What follows belongs to an exercise in optimizing a design on an open flow for small area; a production flow would make more cautious choices.
At most, simulation tests tie the RTL to the original design; equivalence was not proved.
The flow treats the clock pin as an ideal source. Dropping or thinning the clock tree relies on that and would not hold on a real chip.
Power figures rest on the tool's default switching activity, not on a simulated workload.

==> flow/design.v <==
module traffic_light (
	input clk,     
	input rst_n,   
	output [7:0]Row_Scan_Sig,
	output[1:0]Column_Scan_Sig,
	output[1:0]Column_Scan_Sig2,
	output [3:0]ledout
);
localparam [2:0] Q0 = 3'b101;
localparam [2:0] RM0 = 3'b010;
localparam [1:0] T0 = 2'd2;
localparam [3:0] O0 = 4'b1100;
reg [9:0] f;
reg sp;
reg [2:0] qx;
reg rh;
reg [2:0] rmx;
reg ph;           
reg [1:0] tx;
reg [3:0] ox;
wire [2:0] q = qx ^ Q0;
wire [2:0] rm = rmx ^ RM0;
wire [1:0] t = tx ^ T0;      
wire [3:0] o = ox ^ O0;      
wire st = (f == 10'b0001000000);
wire fb = ~(f[9] ^ f[2]) & ~st;
wire k0 = ~sp & q[2] & ~q[1] & q[0];
wire s5 = sp & q[2];
wire adv = st & ~sp & ~q[2] & ~q[1] & q[0];
reg [2:0] nq;
always @(*) begin
	if (sp)
		nq = q[2] ? 3'b100 : q;
	else
		case (q)
			3'b000: nq = 3'b001;
			3'b001: nq = {1'b1, t};
			3'b010: nq = 3'b011;
			3'b100: nq = 3'b010;
			default: nq = 3'b000;
		endcase
end
wire first = ~rm[2] & rm[1] & ~rm[0];
wire r4 = rm[1] & rm[0];
wire r9 = rh & r4;
wire r0 = ~rh & rm[2] & rm[1];
wire t3 = t[1] & t[0];
wire rl = r0 & t3;
wire tz = (t == 2'd0);
wire w = t3 & ph;
wire o0 = ~o[3] & ~o[2];
wire o5 = o[3];             
wire ev_o = r9 | rl;
wire ev_t = (r9 & o0) | rl;
wire [3:0] odec;
assign odec[3] = ~((~o[3] & o[2]) | (~w & ~o[2] & ~o[1]));
assign odec[2] = ~o[1] | ~o[0] | (~tz & ~o[3] & ~o[2]);
assign odec[1] = (o[2] & o[0]) | (~w & ~o[2] & ~o[1]);
assign odec[0] = o[2] & ~(o[1] & ~o[0]);
wire [1:0] tdec = (rl & ~ph) ? 2'd1 : {t[1] ^ ~t[0], ~t[0]};
always @(posedge clk or negedge rst_n) begin
	if (~rst_n) begin
		f <= 10'd0;
		sp <= 1'b0;
		qx <= 3'd0;
		rh <= 1'b0;
		rmx <= 3'd0;
		ph <= 1'b0;
		tx <= 2'd0;
		ox <= 4'd0;
	end else begin
		f <= {f[8:7], f[6] & ~st, f[5:0], fb};
		if (st) begin
			sp <= ~sp;
			qx <= nq ^ Q0;
		end
		if (adv) begin
			if (r4)
				rh <= ~rh;
			rmx <= {rm[1:0], ~(rm[2] | rm[1])} ^ RM0;
			ph <= ph ^ rl;
			if (ev_t)
				tx <= tdec ^ T0;
			if (ev_o)
				ox <= odec ^ O0;
		end
	end
end
wire ge5 = ~t3 & (t[1] | t[0] | o5 | rh);
assign ledout[0] = ~ph & ge5 & ~first;   
assign ledout[1] = ph;                   
assign ledout[2] = ph & ge5;             
assign ledout[3] = ~ph & ~first;         
wire [1:0] ts = s5 ? q[1:0] : t;
wire [3:0] tc;              
assign tc[3] = ts[1] & ts[0];
assign tc[2] = ts[1] | ts[0];
assign tc[1] = ~ts[1];
assign tc[0] = ~(ts[1] & ts[0]);
wire [3:0] d = k0 ? 4'b1101 : sp ? tc : o;
wire [6:0] seg;
assign seg[0] = ~d[3] & d[2] & d[1];
assign seg[1] = d[3] & ~d[2];
assign seg[2] = ~d[3] & ~d[1] & d[0];
assign seg[3] = d[2] & d[1];
assign seg[4] = ~d[0] | (d[2] & d[1]);
assign seg[5] = (~d[3] & ~d[1]) | (d[2] & d[1] & d[0]);
assign seg[6] = d[1] & d[0] & ~(d[3] & ~d[2]);
assign Row_Scan_Sig = {~k0, seg};
assign Column_Scan_Sig = (sp | k0) ? 2'b10 : 2'b01;
assign Column_Scan_Sig2 = Column_Scan_Sig;
endmodule
clock: 5.0 ns
lec_check: 0
cap_margin: 20
core_area: 2.3 2.72 57.6 59.9
die_area: 0 0 59.7 62.0
slew_margin: 20
standard.sh (not shown) runs the stock make flow with config.mk's settings and CLKGATE_MAP_FILE= SYNTH_SCRIPT=/design/flow/synth_recipe.tcl, a recipe that flattens the netlist after the stock synthesis.
==> flow/flow/run.sh <==
#!/bin/bash
# Own layout flow: the standard flow, with three changes for area.
#  1. After the standard synthesis, its combinational logic is re-mapped with an
#     area-oriented ABC script (flip-flops untouched: same names, same cells).
#     ABC's deepsyn is randomised, so it runs (twice in a row) with four seeds and the smallest
#     netlist whose flip-flops match the standard synthesis's is kept.
#  2. Ports are buffered with buf_1.
#  3. The clock tree is one buf_12 driving every register (cts_one_buffer.tcl,
#     run as ORFS's PRE_CTS_TCL hook in place of TritonCTS).
# Each tool's output goes to a log file of its own in the work folder.
set -euo pipefail
W=$(pwd)
LIB=$FLOW_HOME/platforms/sky130hd/lib/sky130_fd_sc_hd__tt_025C_1v80.lib
R=$W/orfs/results/${FLOW_PLATFORM}/traffic_light/base
YOSYS=$(command -v yosys || echo "$FLOW_HOME/../tools/install/yosys/bin/yosys")

bash standard.sh synth > "$W/log_1_std_synth.txt" 2>&1
cp "$R/1_2_yosys.v" "$W/std_1_2_yosys.v"
grep -E '^\s*sky130_fd_sc_hd__df' "$W/std_1_2_yosys.v" | awk '{print $1, $2}' | sort > "$W/ff_std.txt"

for S in 1 2 3 4; do
  sed -e "s#@SEED@#$S#" flow/remap.abc > "$W/remap_$S.abc"
  sed -e "s#@LIB@#$LIB#g" -e "s#@IN@#$W/std_1_2_yosys.v#" -e "s#@OUT@#$W/remap_$S.v#" \
      -e "s#@TOP@#$FLOW_TOP#" -e "s#@ABC@#$W/remap_$S.abc#" flow/remap.ys > "$W/remap_$S.ys"
  ( "$YOSYS" -s "$W/remap_$S.ys" > "$W/log_2_remap_$S.txt" 2>&1 || true ) &
done
wait

best=""
best_area=""
for S in 1 2 3 4; do
  [[ -s "$W/remap_$S.v" ]] || continue
  # the flip-flops must be exactly the standard synthesis's
  grep -E '^\s*sky130_fd_sc_hd__df' "$W/remap_$S.v" | awk '{print $1, $2}' | sort > "$W/ff_remap_$S.txt"
  [[ -s "$W/ff_std.txt" ]] && cmp -s "$W/ff_std.txt" "$W/ff_remap_$S.txt" || continue
  a=$(grep 'Chip area' "$W/log_2_remap_$S.txt" | tail -1 | awk '{print $NF}')
  [[ -n "$a" ]] || continue
  if [[ -z "$best" ]] || awk -v a="$a" -v b="$best_area" 'BEGIN { exit !(a < b) }'; then
    best=$S
    best_area=$a
  fi
done

if [[ -n "$best" ]]; then
  echo "using the re-mapped netlist of seed $best (area $best_area)" > "$W/log_3_choice.txt"
  cp "$W/remap_$best.v" "$R/1_2_yosys.v"
  touch "$R/1_2_yosys.v"
  bash standard.sh synth > "$W/log_4_synth_odb.txt" 2>&1
else
  echo "re-map failed or changed the flip-flops: using the standard netlist" > "$W/log_3_choice.txt"
fi

bash standard.sh finish \
  "BUFFER_PORTS_ARGS=-buffer_cell sky130_fd_sc_hd__buf_1" \
  "PRE_CTS_TCL=$W/flow/cts_one_buffer.tcl" \
  > "$W/log_5_layout.txt" 2>&1
Other scripts of this flow, unchanged in this note and not shown: flow/flow/cts_one_buffer.tcl, flow/flow/remap.abc, flow/flow/remap.ys
Edit:
--- a/flow/design.v
+++ b/flow/design.v
@@ -7,11 +7,11 @@
 	output [3:0]ledout
 );
 localparam [2:0] Q0 = 3'b101;
 localparam [2:0] RM0 = 3'b010;
 localparam [1:0] T0 = 2'd2;
-localparam [3:0] O0 = 4'b1100;
+localparam [3:0] O0 = 4'd9;
 reg [9:0] f;
 reg sp;
 reg [2:0] qx;
 reg rh;
 reg [2:0] rmx;
@@ -44,21 +44,28 @@
 wire r4 = rm[1] & rm[0];
 wire r9 = rh & r4;
 wire r0 = ~rh & rm[2] & rm[1];
 wire t3 = t[1] & t[0];
 wire rl = r0 & t3;
-wire tz = (t == 2'd0);
-wire w = t3 & ph;
-wire o0 = ~o[3] & ~o[2];
-wire o5 = o[3];             
+wire o0 = (o == 4'd0);
 wire ev_o = r9 | rl;
 wire ev_t = (r9 & o0) | rl;
-wire [3:0] odec;
-assign odec[3] = ~((~o[3] & o[2]) | (~w & ~o[2] & ~o[1]));
-assign odec[2] = ~o[1] | ~o[0] | (~tz & ~o[3] & ~o[2]);
-assign odec[1] = (o[2] & o[0]) | (~w & ~o[2] & ~o[1]);
-assign odec[0] = o[2] & ~(o[1] & ~o[0]);
+reg [3:0] odec;
+always @(*) begin
+	case (o)
+		4'd1: odec = 4'd0;
+		4'd2: odec = 4'd1;
+		4'd3: odec = 4'd2;
+		4'd4: odec = 4'd3;
+		4'd5: odec = 4'd4;
+		4'd6: odec = 4'd5;
+		4'd7: odec = 4'd6;
+		4'd8: odec = 4'd7;
+		4'd9: odec = 4'd8;
+		default: odec = (t == 2'd0) ? (ph ? 4'd0 : 4'd5) : 4'd9;
+	endcase
+end
 wire [1:0] tdec = (rl & ~ph) ? 2'd1 : {t[1] ^ ~t[0], ~t[0]};
 always @(posedge clk or negedge rst_n) begin
 	if (~rst_n) begin
 		f <= 10'd0;
 		sp <= 1'b0;
@@ -84,29 +91,26 @@
 			if (ev_o)
 				ox <= odec ^ O0;
 		end
 	end
 end
+wire o5 = o[3] | (o[2] & (o[1] | o[0]));
 wire ge5 = ~t3 & (t[1] | t[0] | o5 | rh);
 assign ledout[0] = ~ph & ge5 & ~first;   
 assign ledout[1] = ph;                   
 assign ledout[2] = ph & ge5;             
 assign ledout[3] = ~ph & ~first;         
 wire [1:0] ts = s5 ? q[1:0] : t;
-wire [3:0] tc;              
-assign tc[3] = ts[1] & ts[0];
-assign tc[2] = ts[1] | ts[0];
-assign tc[1] = ~ts[1];
-assign tc[0] = ~(ts[1] & ts[0]);
-wire [3:0] d = k0 ? 4'b1101 : sp ? tc : o;
+wire ts3 = ts[1] & ts[0];
+wire [3:0] d = k0 ? 4'd8 : sp ? {ts3, 1'b0, ts[1] & ~ts[0], ts[0]} : {o[3], o[2] | t3, o[1], o[0] | t3};
 wire [6:0] seg;
-assign seg[0] = ~d[3] & d[2] & d[1];
-assign seg[1] = d[3] & ~d[2];
-assign seg[2] = ~d[3] & ~d[1] & d[0];
-assign seg[3] = d[2] & d[1];
-assign seg[4] = ~d[0] | (d[2] & d[1]);
-assign seg[5] = (~d[3] & ~d[1]) | (d[2] & d[1] & d[0]);
-assign seg[6] = d[1] & d[0] & ~(d[3] & ~d[2]);
+assign seg[0] = (~d[3] & ~d[2] & ~d[1] & d[0]) | (d[2] & ~d[1] & ~d[0]);
+assign seg[1] = d[2] & (d[1] ^ d[0]);
+assign seg[2] = ~d[2] & d[1] & ~d[0];
+assign seg[3] = (~d[3] & ~d[2] & ~d[1] & d[0]) | (d[2] & ~d[1] & ~d[0]) | (d[2] & d[1] & d[0]);
+assign seg[4] = (d[2] & ~d[1]) | d[0];
+assign seg[5] = (~d[3] & ~d[2] & d[0]) | (~d[2] & d[1]) | (d[1] & d[0]);
+assign seg[6] = (~d[3] & ~d[2] & ~d[1]) | (d[2] & d[1] & d[0]);
 assign Row_Scan_Sig = {~k0, seg};
 assign Column_Scan_Sig = (sp | k0) ? 2'b10 : 2'b01;
 assign Column_Scan_Sig2 = Column_Scan_Sig;
 endmodule
After rerunning: Critical path depth shrinks by 3; flip-flop and latch count is unchanged; power hardly moves; clock power barely changes; routed wire length rose by 2.0%.
No run of this note takes its clock network from TritonCTS; it comes from the design's own scripts or RTL.

Starts from the design.v that is shown in full above.
Settings: LEC_CHECK=0, CAP_MARGIN=20, CORE_AREA=2.3 2.72 57.6 59.9, DIE_AREA=0 0 59.7 62.0, SLEW_MARGIN=20; clock period 5.0 ns.
==> flow/flow/run.sh <==
#!/bin/bash
# Own layout flow: the standard flow, with three changes for area.
#  1. After the standard synthesis, its combinational logic is re-mapped with an
#     area-oriented ABC script (flip-flops untouched: same names, same cells).
#     ABC's deepsyn is randomised, so it runs in rounds of four seeds, each round
#     starting from the smallest netlist so far whose flip-flops match the
#     standard synthesis's; the smallest is kept.
#  2. Ports are buffered with buf_1.
#  3. The clock tree is one buf_12 driving every register (cts_one_buffer.tcl,
#     run as ORFS's PRE_CTS_TCL hook in place of TritonCTS).
# Each tool's output goes to a log file of its own in the work folder.
set -euo pipefail
W=$(pwd)
LIB=$FLOW_HOME/platforms/sky130hd/lib/sky130_fd_sc_hd__tt_025C_1v80.lib
R=$W/orfs/results/${FLOW_PLATFORM}/traffic_light/base
YOSYS=$(command -v yosys || echo "$FLOW_HOME/../tools/install/yosys/bin/yosys")

bash standard.sh synth > "$W/log_1_std_synth.txt" 2>&1
cp "$R/1_2_yosys.v" "$W/std_1_2_yosys.v"
grep -E '^\s*sky130_fd_sc_hd__df' "$W/std_1_2_yosys.v" | awk '{print $1, $2}' | sort > "$W/ff_std.txt"

# Three rounds of four ABC runs (four seeds) each; every round starts from the
# smallest netlist so far, whose flip-flops must be exactly the standard synthesis's.
cur="$W/std_1_2_yosys.v"
best=""
best_area=""
for round in 1 2 3; do
  for S in 1 2 3 4; do
    N=r${round}s$S
    sed -e "s#@SEED@#$round$S#" flow/remap.abc > "$W/remap_$N.abc"
    sed -e "s#@LIB@#$LIB#g" -e "s#@IN@#$cur#" -e "s#@OUT@#$W/remap_$N.v#" \
        -e "s#@TOP@#$FLOW_TOP#" -e "s#@ABC@#$W/remap_$N.abc#" flow/remap.ys > "$W/remap_$N.ys"
    ( "$YOSYS" -s "$W/remap_$N.ys" > "$W/log_2_remap_$N.txt" 2>&1 || true ) &
  done
  wait
  for S in 1 2 3 4; do
    N=r${round}s$S
    [[ -s "$W/remap_$N.v" ]] || continue
    grep -E '^\s*sky130_fd_sc_hd__df' "$W/remap_$N.v" | awk '{print $1, $2}' | sort > "$W/ff_remap_$N.txt"
    [[ -s "$W/ff_std.txt" ]] && cmp -s "$W/ff_std.txt" "$W/ff_remap_$N.txt" || continue
    a=$(grep 'Chip area' "$W/log_2_remap_$N.txt" | tail -1 | awk '{print $NF}')
    [[ -n "$a" ]] || continue
    if [[ -z "$best" ]] || awk -v a="$a" -v b="$best_area" 'BEGIN { exit !(a < b) }'; then
      best=$N
      best_area=$a
    fi
  done
  [[ -n "$best" ]] && cur="$W/remap_$best.v"
done

if [[ -n "$best" ]]; then
  echo "using the re-mapped netlist $best (area $best_area)" > "$W/log_3_choice.txt"
  cp "$W/remap_$best.v" "$R/1_2_yosys.v"
  touch "$R/1_2_yosys.v"
  bash standard.sh synth > "$W/log_4_synth_odb.txt" 2>&1
else
  echo "re-map failed or changed the flip-flops: using the standard netlist" > "$W/log_3_choice.txt"
fi

bash standard.sh finish \
  "BUFFER_PORTS_ARGS=-buffer_cell sky130_fd_sc_hd__buf_1" \
  "PRE_CTS_TCL=$W/flow/cts_one_buffer.tcl" \
  > "$W/log_5_layout.txt" 2>&1
Other scripts of this flow, unchanged in this note and not shown: flow/flow/cts_one_buffer.tcl, flow/flow/remap.abc, flow/flow/remap.ys
==> next run, changes <==
--- a/flow/design.v
+++ b/flow/design.v
@@ -4,11 +4,11 @@
 	output [7:0]Row_Scan_Sig,
 	output[1:0]Column_Scan_Sig,
 	output[1:0]Column_Scan_Sig2,
 	output [3:0]ledout
 );
-localparam [2:0] Q0 = 3'b101;
+localparam [2:0] Q0 = 3'b100;
 localparam [2:0] RM0 = 3'b010;
 localparam [1:0] T0 = 2'd2;
 localparam [3:0] O0 = 4'b1100;
 reg [9:0] f;
 reg sp;
@@ -22,23 +22,29 @@
 wire [2:0] rm = rmx ^ RM0;
 wire [1:0] t = tx ^ T0;      
 wire [3:0] o = ox ^ O0;      
 wire st = (f == 10'b0001000000);
 wire fb = ~(f[9] ^ f[2]) & ~st;
-wire k0 = ~sp & q[2] & ~q[1] & q[0];
+wire k0 = ~sp & q[2] & ~q[0];
 wire s5 = sp & q[2];
-wire adv = st & ~sp & ~q[2] & ~q[1] & q[0];
+wire adv = st & ~sp & ~q[2] & q[1] & ~q[0];
 reg [2:0] nq;
 always @(*) begin
 	if (sp)
-		nq = q[2] ? 3'b100 : q;
+		case (q)
+			3'b000: nq = 3'b011;
+			3'b001: nq = 3'b010;
+			3'b011: nq = 3'b001;
+			3'b010: nq = 3'b101;
+			default: nq = 3'b000;
+		endcase
 	else
 		case (q)
-			3'b000: nq = 3'b001;
-			3'b001: nq = {1'b1, t};
-			3'b010: nq = 3'b011;
-			3'b100: nq = 3'b010;
+			3'b011: nq = 3'b001;
+			3'b010: nq = {1'b1, t};
+			3'b000: nq = 3'b011;
+			3'b001: nq = 3'b010;
 			default: nq = 3'b000;
 		endcase
 end
 wire first = ~rm[2] & rm[1] & ~rm[0];
 wire r4 = rm[1] & rm[0];
Cell area grows by 0.41%.
Worst setup slack got worse by 57 ps.
Sequential share of layout area shrinks by 0.21 points.
Wire length grows by 0.57%.
Fmax shrinks by 1.5%.
Final cell count grows by 3.0%.
Area after synthesis grows by 0.47%.
Only the layout flow was run in the second run of this note; the RTL was not checked for function there. In every run of this note, the design's own scripts or RTL, not TritonCTS, make the clock network.

-- static timing again, ports no longer ideal --
In the flow no input, the clock included, has a driving cell. The finished layouts below were timed again as built, in two steps. Step 1 assumes that a clkbuf_16 drives the clock port and a buf_2 every other input. Step 2 adds t to the input delays and takes it off the output delays; t is the mean of the earliest and latest rising clock arrival at the registers after step 1. Input paths then give back, and output paths get back, about the clock's delay inside the block. a / b / c = ideal / step 1 / step 2; a / b = the first two.
run	shift t [ns]	slack for setup (ns)	worst setup path after step 2	slew at the worst register clock pin (ns)
the first run of note 1	0.156	0.664 / 0.664 / 0.664	register to register	0.09 / 0.09
the second run of note 1	0.157	1.298 / 1.298 / 1.298	register to register	0.09 / 0.09
the first run of note 2	0.157	1.185 / 1.185 / 1.185	register to register	0.09 / 0.09
the second run of note 2	0.158	1.128 / 1.128 / 1.128	register to register	0.10 / 0.10
After both steps every run listed still meets setup and hold.
